This design comes from an exercise in tuning for small area on the open sky130 flow, not from production work. Function was checked by simulation only, so behaviour that the tests miss may differ from the original. Power is estimated from default activity; no workload was simulated.

`design.v`:
```
module tlb
(
    input  wire                      clk,
    input  wire [               18:0] s0_vppn    ,
    input  wire                       s0_va_bit12,
    input  wire [                9:0] s0_asid    ,
    output wire                       s0_found   ,
    output wire [$clog2(16)-1:0] s0_index   ,  
    output wire [               19:0] s0_ppn     ,
    output wire [                5:0] s0_ps      ,
    output wire [                1:0] s0_plv     ,
    output wire [                1:0] s0_mat     ,
    output wire                       s0_d       ,
    output wire                       s0_v       ,
    input  wire [               18:0] s1_vppn    ,
    input  wire                       s1_va_bit12,
    input  wire [                9:0] s1_asid    ,
    output wire                       s1_found   ,
    output wire [$clog2(16)-1:0] s1_index   ,
    output wire [               19:0] s1_ppn     ,
    output wire [                5:0] s1_ps      ,
    output wire [                1:0] s1_plv     ,
    output wire [                1:0] s1_mat     ,
    output wire                       s1_d       ,
    output wire                       s1_v       ,
    input  wire                      invtlb_valid,
    input  wire [               4:0] invtlb_op   ,
    input  wire                       we     ,
    input  wire [$clog2(16)-1:0] w_index,
    input  wire                       w_e    ,
    input  wire [               18:0] w_vppn ,
    input  wire [                5:0] w_ps   ,
    input  wire [                9:0] w_asid ,
    input  wire                       w_g    ,
    input  wire [               19:0] w_ppn0 ,
    input  wire [                1:0] w_plv0 ,
    input  wire [                1:0] w_mat0 ,
    input  wire                       w_d0   ,
    input  wire                       w_v0   ,
    input  wire [               19:0] w_ppn1 ,
    input  wire [                1:0] w_plv1 ,
    input  wire [                1:0] w_mat1 ,
    input  wire                       w_d1   ,
    input  wire                       w_v1   ,
    input  wire [$clog2(16)-1:0] r_index,
    output wire                       r_e    ,
    output wire [               18:0] r_vppn ,
    output wire [                5:0] r_ps   ,
    output wire [                9:0] r_asid ,
    output wire                       r_g    ,
    output wire [               19:0] r_ppn0 ,
    output wire [                1:0] r_plv0 ,
    output wire [                1:0] r_mat0 ,
    output wire                       r_d0   ,
    output wire                       r_v0   ,
    output wire [               19:0] r_ppn1 ,
    output wire [                1:0] r_plv1 ,
    output wire [                1:0] r_mat1 ,
    output wire                       r_d1   ,
    output wire                       r_v1
);
reg  [16-1:0] tlb_e                     ;
reg  [16-1:0] tlb_ps2MB                 ;  
reg  [        5:0] tlb_ps       [16-1:0];
reg  [       18:0] tlb_vppn     [16-1:0];
reg  [        9:0] tlb_asid     [16-1:0];
reg                tlb_g        [16-1:0];
reg  [       19:0] tlb_ppn0     [16-1:0];
reg  [        1:0] tlb_plv0     [16-1:0];
reg  [        1:0] tlb_mat0     [16-1:0];
reg                tlb_d0       [16-1:0];
reg                tlb_v0       [16-1:0];
reg  [       19:0] tlb_ppn1     [16-1:0];
reg  [        1:0] tlb_plv1     [16-1:0];
reg  [        1:0] tlb_mat1     [16-1:0];
reg                tlb_d1       [16-1:0];
reg                tlb_v1       [16-1:0];
wire [       15:0] match0                    ;
wire [       15:0] match1                    ;
assign match0[ 0] = (s0_vppn[18:9]==tlb_vppn[ 0][18:9])
                 && (tlb_ps2MB[ 0] || s0_vppn[8:0]==tlb_vppn[ 0][8:0])
                 && ((s0_asid==tlb_asid[ 0]) || tlb_g[ 0])
                 && tlb_e[0];
assign match0[ 1] = (s0_vppn[18:9]==tlb_vppn[ 1][18:9])
                 && (tlb_ps2MB[ 1] || s0_vppn[8:0]==tlb_vppn[ 1][8:0])
                 && ((s0_asid==tlb_asid[ 1]) || tlb_g[ 1])
                 && tlb_e[1];
assign match0[ 2] = (s0_vppn[18:9]==tlb_vppn[ 2][18:9])
                 && (tlb_ps2MB[ 2] || s0_vppn[8:0]==tlb_vppn[ 2][8:0])
                 && ((s0_asid==tlb_asid[ 2]) || tlb_g[ 2])
                 && tlb_e[2];
assign match0[ 3] = (s0_vppn[18:9]==tlb_vppn[ 3][18:9])
                 && (tlb_ps2MB[ 3] || s0_vppn[8:0]==tlb_vppn[ 3][8:0])
                 && ((s0_asid==tlb_asid[ 3]) || tlb_g[ 3])
                 && tlb_e[3];
assign match0[ 4] = (s0_vppn[18:9]==tlb_vppn[ 4][18:9])
                 && (tlb_ps2MB[ 4] || s0_vppn[8:0]==tlb_vppn[ 4][8:0])
                 && ((s0_asid==tlb_asid[ 4]) || tlb_g[ 4])
                 && tlb_e[4];
assign match0[ 5] = (s0_vppn[18:9]==tlb_vppn[ 5][18:9])
                 && (tlb_ps2MB[ 5] || s0_vppn[8:0]==tlb_vppn[ 5][8:0])
                 && ((s0_asid==tlb_asid[ 5]) || tlb_g[ 5])
                 && tlb_e[5];
assign match0[ 6] = (s0_vppn[18:9]==tlb_vppn[ 6][18:9])
                 && (tlb_ps2MB[ 6] || s0_vppn[8:0]==tlb_vppn[ 6][8:0])
                 && ((s0_asid==tlb_asid[ 6]) || tlb_g[ 6])
                 && tlb_e[6];
assign match0[ 7] = (s0_vppn[18:9]==tlb_vppn[ 7][18:9])
                 && (tlb_ps2MB[ 7] || s0_vppn[8:0]==tlb_vppn[ 7][8:0])
                 && ((s0_asid==tlb_asid[ 7]) || tlb_g[ 7])
                 && tlb_e[7];
assign match0[ 8] = (s0_vppn[18:9]==tlb_vppn[ 8][18:9])
                 && (tlb_ps2MB[ 8] || s0_vppn[8:0]==tlb_vppn[ 8][8:0])
                 && ((s0_asid==tlb_asid[ 8]) || tlb_g[ 8])
                 && tlb_e[8];
assign match0[ 9] = (s0_vppn[18:9]==tlb_vppn[ 9][18:9])
                 && (tlb_ps2MB[ 9] || s0_vppn[8:0]==tlb_vppn[ 9][8:0])
                 && ((s0_asid==tlb_asid[ 9]) || tlb_g[ 9])
                 && tlb_e[9];
assign match0[10] = (s0_vppn[18:9]==tlb_vppn[10][18:9])
                 && (tlb_ps2MB[10] || s0_vppn[8:0]==tlb_vppn[10][8:0])
                 && ((s0_asid==tlb_asid[10]) || tlb_g[10])
                 && tlb_e[10];
assign match0[11] = (s0_vppn[18:9]==tlb_vppn[11][18:9])
                 && (tlb_ps2MB[11] || s0_vppn[8:0]==tlb_vppn[11][8:0])
                 && ((s0_asid==tlb_asid[11]) || tlb_g[11])
                 && tlb_e[11];
assign match0[12] = (s0_vppn[18:9]==tlb_vppn[12][18:9])
                 && (tlb_ps2MB[12] || s0_vppn[8:0]==tlb_vppn[12][8:0])
                 && ((s0_asid==tlb_asid[12]) || tlb_g[12])
                 && tlb_e[12];
assign match0[13] = (s0_vppn[18:9]==tlb_vppn[13][18:9])
                 && (tlb_ps2MB[13] || s0_vppn[8:0]==tlb_vppn[13][8:0])
                 && ((s0_asid==tlb_asid[13]) || tlb_g[13])
                 && tlb_e[13];
assign match0[14] = (s0_vppn[18:9]==tlb_vppn[14][18:9])
                 && (tlb_ps2MB[14] || s0_vppn[8:0]==tlb_vppn[14][8:0])
                 && ((s0_asid==tlb_asid[14]) || tlb_g[14])
                 && tlb_e[14];
assign match0[15] = (s0_vppn[18:9]==tlb_vppn[15][18:9])
                 && (tlb_ps2MB[15] || s0_vppn[8:0]==tlb_vppn[15][8:0])
                 && ((s0_asid==tlb_asid[15]) || tlb_g[15])
                 && tlb_e[15];
assign match1[ 0] = (s1_vppn[18:9]==tlb_vppn[ 0][18:9])
                 && (tlb_ps2MB[ 0] || s1_vppn[8:0]==tlb_vppn[ 0][8:0])
                 && ((s1_asid==tlb_asid[ 0]) || tlb_g[ 0])
                 && tlb_e[0];
assign match1[ 1] = (s1_vppn[18:9]==tlb_vppn[ 1][18:9])
                 && (tlb_ps2MB[ 1] || s1_vppn[8:0]==tlb_vppn[ 1][8:0])
                 && ((s1_asid==tlb_asid[ 1]) || tlb_g[ 1])
                 && tlb_e[1];
assign match1[ 2] = (s1_vppn[18:9]==tlb_vppn[ 2][18:9])
                 && (tlb_ps2MB[ 2] || s1_vppn[8:0]==tlb_vppn[ 2][8:0])
                 && ((s1_asid==tlb_asid[ 2]) || tlb_g[ 2])
                 && tlb_e[2];
assign match1[ 3] = (s1_vppn[18:9]==tlb_vppn[ 3][18:9])
                 && (tlb_ps2MB[ 3] || s1_vppn[8:0]==tlb_vppn[ 3][8:0])
                 && ((s1_asid==tlb_asid[ 3]) || tlb_g[ 3])
                 && tlb_e[3];
assign match1[ 4] = (s1_vppn[18:9]==tlb_vppn[ 4][18:9])
                 && (tlb_ps2MB[ 4] || s1_vppn[8:0]==tlb_vppn[ 4][8:0])
                 && ((s1_asid==tlb_asid[ 4]) || tlb_g[ 4])
                 && tlb_e[4];
assign match1[ 5] = (s1_vppn[18:9]==tlb_vppn[ 5][18:9])
                 && (tlb_ps2MB[ 5] || s1_vppn[8:0]==tlb_vppn[ 5][8:0])
                 && ((s1_asid==tlb_asid[ 5]) || tlb_g[ 5])
                 && tlb_e[5];
assign match1[ 6] = (s1_vppn[18:9]==tlb_vppn[ 6][18:9])
                 && (tlb_ps2MB[ 6] || s1_vppn[8:0]==tlb_vppn[ 6][8:0])
                 && ((s1_asid==tlb_asid[ 6]) || tlb_g[ 6])
                 && tlb_e[6];
assign match1[ 7] = (s1_vppn[18:9]==tlb_vppn[ 7][18:9])
                 && (tlb_ps2MB[ 7] || s1_vppn[8:0]==tlb_vppn[ 7][8:0])
                 && ((s1_asid==tlb_asid[ 7]) || tlb_g[ 7])
                 && tlb_e[7];
assign match1[ 8] = (s1_vppn[18:9]==tlb_vppn[ 8][18:9])
                 && (tlb_ps2MB[ 8] || s1_vppn[8:0]==tlb_vppn[ 8][8:0])
                 && ((s1_asid==tlb_asid[ 8]) || tlb_g[ 8])
                 && tlb_e[8];
assign match1[ 9] = (s1_vppn[18:9]==tlb_vppn[ 9][18:9])
                 && (tlb_ps2MB[ 9] || s1_vppn[8:0]==tlb_vppn[ 9][8:0])
                 && ((s1_asid==tlb_asid[ 9]) || tlb_g[ 9])
                 && tlb_e[9];
assign match1[10] = (s1_vppn[18:9]==tlb_vppn[10][18:9])
                 && (tlb_ps2MB[10] || s1_vppn[8:0]==tlb_vppn[10][8:0])
                 && ((s1_asid==tlb_asid[10]) || tlb_g[10])
                 && tlb_e[10];
assign match1[11] = (s1_vppn[18:9]==tlb_vppn[11][18:9])
                 && (tlb_ps2MB[11] || s1_vppn[8:0]==tlb_vppn[11][8:0])
                 && ((s1_asid==tlb_asid[11]) || tlb_g[11])
                 && tlb_e[11];
assign match1[12] = (s1_vppn[18:9]==tlb_vppn[12][18:9])
                 && (tlb_ps2MB[12] || s1_vppn[8:0]==tlb_vppn[12][8:0])
                 && ((s1_asid==tlb_asid[12]) || tlb_g[12])
                 && tlb_e[12];
assign match1[13] = (s1_vppn[18:9]==tlb_vppn[13][18:9])
                 && (tlb_ps2MB[13] || s1_vppn[8:0]==tlb_vppn[13][8:0])
                 && ((s1_asid==tlb_asid[13]) || tlb_g[13])
                 && tlb_e[13];
assign match1[14] = (s1_vppn[18:9]==tlb_vppn[14][18:9])
                 && (tlb_ps2MB[14] || s1_vppn[8:0]==tlb_vppn[14][8:0])
                 && ((s1_asid==tlb_asid[14]) || tlb_g[14])
                 && tlb_e[14];
assign match1[15] = (s1_vppn[18:9]==tlb_vppn[15][18:9])
                 && (tlb_ps2MB[15] || s1_vppn[8:0]==tlb_vppn[15][8:0])
                 && ((s1_asid==tlb_asid[15]) || tlb_g[15])
                 && tlb_e[15];
assign s0_found     = match0[ 0] | match0[ 1] | match0[ 2] | match0[ 3]
                    | match0[ 4] | match0[ 5] | match0[ 6] | match0[ 7]
                    | match0[ 8] | match0[ 9] | match0[10] | match0[11]
                    | match0[12] | match0[13] | match0[14] | match0[15];
assign s0_index     = s0_found ? (match0[ 0] ? 4'h0 : (match0[ 1] ? 4'h1 : (
                                  match0[ 2] ? 4'h2 : (match0[ 3] ? 4'h3 : (
                                  match0[ 4] ? 4'h4 : (match0[ 5] ? 4'h5 : (
                                  match0[ 6] ? 4'h6 : (match0[ 7] ? 4'h7 : (
                                  match0[ 8] ? 4'h8 : (match0[ 9] ? 4'h9 : (
                                  match0[10] ? 4'ha : (match0[11] ? 4'hb : (
                                  match0[12] ? 4'hc : (match0[13] ? 4'hd : (
                                  match0[14] ? 4'he : (match0[15] ? 4'hf : 4'hx
                                  )))))))))))))))) : 4'hx;
wire even_or_odd0 = tlb_ps2MB[s0_index] ? s0_vppn[8] : s0_va_bit12;
assign s0_ppn		= s0_found ? (even_or_odd0 ? tlb_ppn1[s0_index] : tlb_ppn0[s0_index])
 :
								 20'hxxx;
assign s0_ps        =   tlb_ps[s0_index]  ;
assign s0_plv       =   even_or_odd0 ? tlb_plv1[s0_index] : tlb_plv0[s0_index];
assign s0_mat       =   even_or_odd0 ? tlb_mat1[s0_index] : tlb_mat0[s0_index];
assign s0_d         =   even_or_odd0 ? tlb_d1[s0_index] : tlb_d0[s0_index];
assign s0_v         =   even_or_odd0 ? tlb_v1[s0_index] : tlb_v0[s0_index];
assign s1_found     = match1[ 0] | match1[ 1] | match1[ 2] | match1[ 3]
                    | match1[ 4] | match1[ 5] | match1[ 6] | match1[ 7]
                    | match1[ 8] | match1[ 9] | match1[10] | match1[11]
                    | match1[12] | match1[13] | match1[14] | match1[15];
assign s1_index     = s1_found ? (match1[ 0] ? 4'h0 : (match1[ 1] ? 4'h1 : (
                                  match1[ 2] ? 4'h2 : (match1[ 3] ? 4'h3 : (
                                  match1[ 4] ? 4'h4 : (match1[ 5] ? 4'h5 : (
                                  match1[ 6] ? 4'h6 : (match1[ 7] ? 4'h7 : (
                                  match1[ 8] ? 4'h8 : (match1[ 9] ? 4'h9 : (
                                  match1[10] ? 4'ha : (match1[11] ? 4'hb : (
                                  match1[12] ? 4'hc : (match1[13] ? 4'hd : (
                                  match1[14] ? 4'he : (match1[15] ? 4'hf : 4'hx
                                  )))))))))))))))) : 4'hx;
wire even_or_odd1 = tlb_ps2MB[s1_index] ? s1_vppn[8] : s1_va_bit12;
assign s1_ppn		= s1_found ? (even_or_odd1 ? tlb_ppn1[s1_index] : tlb_ppn0[s1_index])
 :
								 20'hxxx;
assign s1_ps        =   tlb_ps[s1_index]  ;
assign s1_plv       =   even_or_odd1 ? tlb_plv1[s1_index] : tlb_plv0[s1_index];
assign s1_mat       =   even_or_odd1 ? tlb_mat1[s1_index] : tlb_mat0[s1_index];
assign s1_d         =   even_or_odd1 ? tlb_d1[s1_index] : tlb_d0[s1_index];
assign s1_v         =   even_or_odd1 ? tlb_v1[s1_index] : tlb_v0[s1_index];
integer i;
always @(posedge clk) begin
    if(invtlb_valid) begin
        if(invtlb_op == 5'b00000||invtlb_op == 5'b00001) begin
            for(i = 0; i < 16; i = i+1) begin
                tlb_e[i] <= 1'b0;
            end
        end
        else if(invtlb_op == 5'b00010) begin
            for(i = 0; i < 16; i = i+1) begin
                if(tlb_g[i] == 1'b1) begin
                    tlb_e[i] <= 1'b0;
                end
            end
        end
        else if(invtlb_op == 5'b00011) begin
            for(i = 0; i < 16; i = i+1) begin
                if(tlb_g[i]==1'b0) begin
                    tlb_e[i] <= 1'b0;
                end
            end
        end
        else if(invtlb_op == 5'b00100) begin
            for(i = 0; i < 16; i = i+1) begin
                if(tlb_g[i]==1'b0 && tlb_asid[i]==s1_asid) begin
                    tlb_e[i] <= 1'b0;
                end
            end
        end
        else if(invtlb_op == 5'b00101) begin
            for(i = 0; i < 16; i = i+1) begin
                if(tlb_g[i]==1'b0 && tlb_asid[i]==s1_asid && tlb_vppn[i][18:9]==s1_vppn[18:9] && (tlb_ps2MB[i] || s1_vppn[8:0] == tlb_vppn[i][8:0])) begin
                    tlb_e[i] <= 1'b0;
                end
            end
        end
        else if(invtlb_op == 5'b00110) begin
            for(i = 0; i < 16; i = i+1) begin
                if((tlb_g[i]==1'b1 || tlb_asid[i]==s1_asid) && tlb_vppn[i][18:9]==s1_vppn[18:9] && (tlb_ps2MB[i] || s1_vppn[8:0] == tlb_vppn[i][8:0])) begin
                    tlb_e[i] <= 1'b0;
                end
            end
        end
    end
    if(we) begin
        tlb_e[w_index]       <= w_e                    ;
        tlb_ps[w_index]      <= w_ps                   ;
        tlb_ps2MB[w_index]   <= (w_ps == 6'h15) ? 1 : 0; 
        tlb_vppn[w_index]    <= w_vppn                 ;
        tlb_asid[w_index]    <= w_asid                 ;
        tlb_g[w_index]       <= w_g                    ;
        tlb_ppn0[w_index]    <= w_ppn0                 ;
        tlb_plv0[w_index]    <= w_plv0                 ;
        tlb_mat0[w_index]    <= w_mat0                 ;
        tlb_d0[w_index]      <= w_d0                   ;
        tlb_v0[w_index]      <= w_v0                   ;
        tlb_ppn1[w_index]    <= w_ppn1                 ;
        tlb_plv1[w_index]    <= w_plv1                 ;
        tlb_mat1[w_index]    <= w_mat1                 ;
        tlb_d1[w_index]      <= w_d1                   ;
        tlb_v1[w_index]      <= w_v1                   ;
    end
end
assign r_e      = tlb_e[r_index]   ;
assign r_vppn   = tlb_vppn[r_index];
assign r_ps     = tlb_ps[r_index]  ;
assign r_asid   = tlb_asid[r_index];
assign r_g      = tlb_g[r_index]   ;
assign r_ppn0   = tlb_ppn0[r_index];
assign r_plv0   = tlb_plv0[r_index];
assign r_mat0   = tlb_mat0[r_index];
assign r_d0     = tlb_d0[r_index]  ;
assign r_v0     = tlb_v0[r_index]  ;
assign r_ppn1   = tlb_ppn1[r_index];
assign r_plv1   = tlb_plv1[r_index];
assign r_mat1   = tlb_mat1[r_index];
assign r_d1     = tlb_d1[r_index]  ;
assign r_v1     = tlb_v1[r_index]  ;
endmodule
```
`run.sh`:
```
#!/bin/bash
# synth_recipe.tcl (not shown) runs the flow's synth.tcl, then flattens the netlist and writes it again
# the make line also repeats each setting of config.mk as NAME=value (left out here)
make -C /OpenROAD-flow-scripts/flow DESIGN_CONFIG=/design/flow/config.mk WORK_HOME=/design/flow/orfs CLKGATE_MAP_FILE= SYNTH_SCRIPT=/design/flow/synth_recipe.tcl finish
```
`config.mk`:
```
export PLATFORM = sky130hd
export DESIGN_NAME = tlb
export DESIGN_NICKNAME = tlb
export VERILOG_FILES = /design/flow/design.v
export SDC_FILE = /design/flow/constraint.sdc
export NUM_CORES = 4
export LEC_CHECK = 0
export CAP_MARGIN = 20
export CORE_MARGIN = 2
export CORE_UTILIZATION = 40
export SETUP_SLACK_MARGIN = 0.3
export SLEW_MARGIN = 20
```
`constraint.sdc`:
```
create_clock -name core_clock -period 10.0 [get_ports {clk}]
set_input_delay 2.0000 -clock core_clock [delete_from_list [all_inputs] [get_ports {clk}]]
set_output_delay 2.0000 -clock core_clock [all_outputs]
set_load 0.01 [all_outputs]
```
==> impl_metrics.json <==
{
  "synth-edff-count": 1424,
  "postCtsHoldBufs": 0,
  "hold_path_class": "reg -> reg",
  "internal-power_w": 0.0110,
  "grt_max_degree": 90,
  "synth_area_um2": 85100,
  "io_pins": 328,
  "ys_seq_area_frac": 0.506,
  "clkPwrFrac": 0.428,
  "port_buffers": 327,
  "grt_pass1_vias": 60900,
  "crit_path_end_kind": "output pin",
  "synth_cells": 6385,
  "synthDistinctLibCells": 78,
  "seq_power_share": 0.470,
  "relSlewSlack": 0.213,
  "leakagePower_nw": 36.7,
  "clk_latency_ns": 0.85,
  "vias": 62400,
  "period_needed_ns": 9.73,
  "grt-ovfl-total": 0,
  "power_density_nw_per_um2": 146,
  "p_comb_frac": 0.103,
  "ys_warn_count": 1,
  "drt_iter0_drc": 8336,
  "synth_top_area_frac": 0.502,
  "drive_gt1_frac": 0.198,
  "synthTopCellsByCount": "edfxtp_1 (1424), mux2i_1 (923), xor2_1 (590), nand2_1 (551), mux4_2 (445)",
  "drcViolationCount": 0,
  "maxSlewViolCount": 0,
  "worst_ep_arrival_time_ns": 7.73,
  "area_growth_pct": 18.3,
  "p_total_w": 0.0147,
  "wl_mm": 334,
  "die_x_um": 465,
  "cts.htree.levels": 4,
  "grtUsageTotal": 0.301,
  "yosysTopAreaCell": "edfxtp_1",
  "fillers": 18600,
  "status": "no timing/DRC/antenna violations",
  "startpoint_type": "input port",
  "setup_tns_ns": 0,
  "final_antenna_net_count": 0,
  "ctsLongestPathBuffers": 3,
  "firstDrtPassIters": 6,
  "routabilityCongestion": 1.03,
  "cts_buffers": 165,
  "grt_pass1_wl_mm": 465,
  "clock_skew_ns": 0.0325,
  "max-vdd-ir-drop_v": 0.000188,
  "swShare": 0.249,
  "root_buffer": "clkbuf_16",
  "finalCoreUtilization": 0.475,
  "fin_crit_sh": 0.973,
  "worst_pin_slew_ns": 1.17,
  "viasPerCell": 6.36,
  "die_height_um": 465,
  "avgSynthCellArea_um2": 13.3,
  "cts.sinks": 1440,
  "p_sw_w": 0.00367,
  "async_reset_ff_frac": 0,
  "crit_fanout": 35,
  "hpwlAfterDp_mm": 220,
  "cts_tree": "yes",
  "setup_viol": 0,
  "initial_core_util": 0.402,
  "ys_ff_latch": 1440,
  "ys_top_cells_by_area": "edfxtp_1 (50%), mux4_2 (12%), mux2i_1 (11%)",
  "critPathKind": "in -> out",
  "antenna_found_initial": 34,
  "row_count": 169,
  "wl_per_cell_um": 34.1,
  "cp.required_ns": 8.00,
  "clock.fmax_mhz": 103,
  "synth_nets": 6554,
  "core_area_um2": 212000,
  "cts.reportedPaths.clkPinSlew_ns": 0.06,
  "layout.nets": 7003,
  "rsz0062_at_grt": "true",
  "synth.most_common_cell": "edfxtp_1",
  "synth_ff_type": "edfxtp_1",
  "drv_cap": 0,
  "final_hold_viol_count": 0,
  "dieArea_um2": 216000,
  "holdWs_ns": 0.537
}
## cell type report
type	count	area [um^2]	area share
antenna	20	50.0	0.000497
clock buffer	193	4230	0.0421
clock inverter	114	1340	0.0133
inverter	25	104	0.00103
multi-input combinational	4427	40500	0.402
sequential	1440	43100	0.428
tap	2821	3530	0.0351
timing repair buffer	775	7850	0.0780
## final timing paths
path	startpoint	end	slack, ns	cells past startpoint
max	s1_vppn[14]	s1_ppn[7]	0.27	18
min	tlb_e[6]	tlb_e[6]	0.54	2
max reg2reg	tlb_asid[15][4]	tlb_e[15]	6.73	9
min reg2reg	tlb_e[6]	tlb_e[6]	0.54	2
## layout by cell type, fill, tap and decap left out, types with 22 or more instances in the layout
cell / n
a211oi_1: 116
a21oi_1: 72
a31oi_1: 27
a41oi_1: 29
a41oi_2: 22
and2_1: 27
and3_1: 95
buf_12: 86
buf_4: 350
clkbuf_1: 28
clkbuf_16: 166
clkdlybuf4s50_1: 306
clkinv_1: 37
clkinv_2: 25
edfxtp_1: 1424
inv_1: 22
mux2_2: 101
mux2i_1: 910
mux4_2: 445
nand2_1: 546
nand3_1: 49
nand4_1: 86
nor2_1: 108
nor3_1: 93
nor4_1: 130
o21ai_0: 301
o22ai_1: 66
xnor2_1: 339
xor2_1: 590
## metrics by stage
step                      worst slack (ns)  instance area (um^2)  instances
after global routing                 0.254                101000       9807
after CTS                            0.290                100000       9783
after floorplan                      0.407                 85100       6385
after detailed placement            -0.369                 94300       9470
after global placement              -0.436                 94300       9470
final                                0.268                101000       9815
## state kept, by name, indices dropped and copies added, names as in the netlist
signal     cells
tlb_mat1      32
tlb_ppn0     320
tlb_plv1      32
tlb_g         16
tlb_mat0      32
tlb_plv0      32
tlb_e         16
tlb_vppn     304
tlb_ps2MB     16
tlb_d1        16
tlb_v1        16
tlb_d0        16
tlb_v0        16
tlb_ppn1     320
tlb_asid     160
tlb_ps        96
## kinds of logic (layout without fill, tap and decap cells)
family                     after synthesis  in the layout  synth area share
AOI/OAI and AO/OA                      759            759            0.0570
xor gates and xnor gates               930            930            0.0957
adders and majority gates                4              4          0.000588
buffers and inverters                  518           1107            0.0276
DFF                                   1440           1440             0.506
muxes                                 1471           1471             0.240
other                                    0             20                 0
and+or+nand+nor                       1263           1263            0.0725
## what timing repair did
action                                  4_1_cts  5_1_grt
cloned                                        0        1
gates resized for setup                      50       66
pin swaps                                     5       10
setup buffers                                 6       10
endpoints found under the setup margin       49       49
## power by group through the flow
stage | Sequential [W] | Combinational, W | Clock [W]
floorplan | 0.00698 | 0.000800 | 0
global placement | 0.00702 | 0.00146 | 0
detailed placement | 0.00703 | 0.00147 | 0
CTS | 0.00690 | 0.00148 | 0.00637
global route | 0.00691 | 0.00158 | 0.00661
finish | 0.00691 | 0.00151 | 0.00629
## worst max-delay path, stage by stage
cell	delay (ns)
dlygate4sd2_1	0.58
buf_4	0.27
xor2_1	0.13
nor4_1	0.63
nand4_1	0.37
nor4b_4	0.40
buf_4	0.23
a21oi_4	0.06
o41a_1	0.18
a41oi_4	0.25
buf_12	0.25
buf_12	0.24
buf_12	0.26
mux2i_1	0.30
o22ai_1	0.15
a211oi_1	0.63
mux2i_1	0.16
clkdlybuf4s50_1	0.53
## layer usage
metal,up-vias,track usage,wire length [um]
li1,25700,-,-
met1,32300,0.419,137000
met2,3782,0.451,148000
met3,644,0.0654,33900
met4,18,0.133,15500
met5,-,0,112

## static timing again, ports no longer ideal
The results above use ideal ports. As a check the final layout listed here was re-extracted and re-timed, cells and wires unchanged.
Step 1 (the two cells are an assumption about what drives the block):
set clk [get_ports {clk}]
set_driving_cell -lib_cell sky130_fd_sc_hd__clkbuf_16 $clk
set_driving_cell -lib_cell sky130_fd_sc_hd__buf_2 [delete_from_list [all_inputs] $clk]
Step 2 times the ports against the registers' clock, not the clock port: input delays grow and output delays shrink by t, the midpoint of the rising clock arrivals with the driver on.
Slacks: ideal ports / drivers / drivers and shift; pairs: ideal ports / drivers.
t, ns: 0.926
setup slack, ns: 0.268 / 0.243 / 0.243
worst setup path at the end: input to output
After both steps this run still meets setup and hold. The setup slack of this run moves by -0.025 ns with the drivers and by -0.025 ns with both steps.
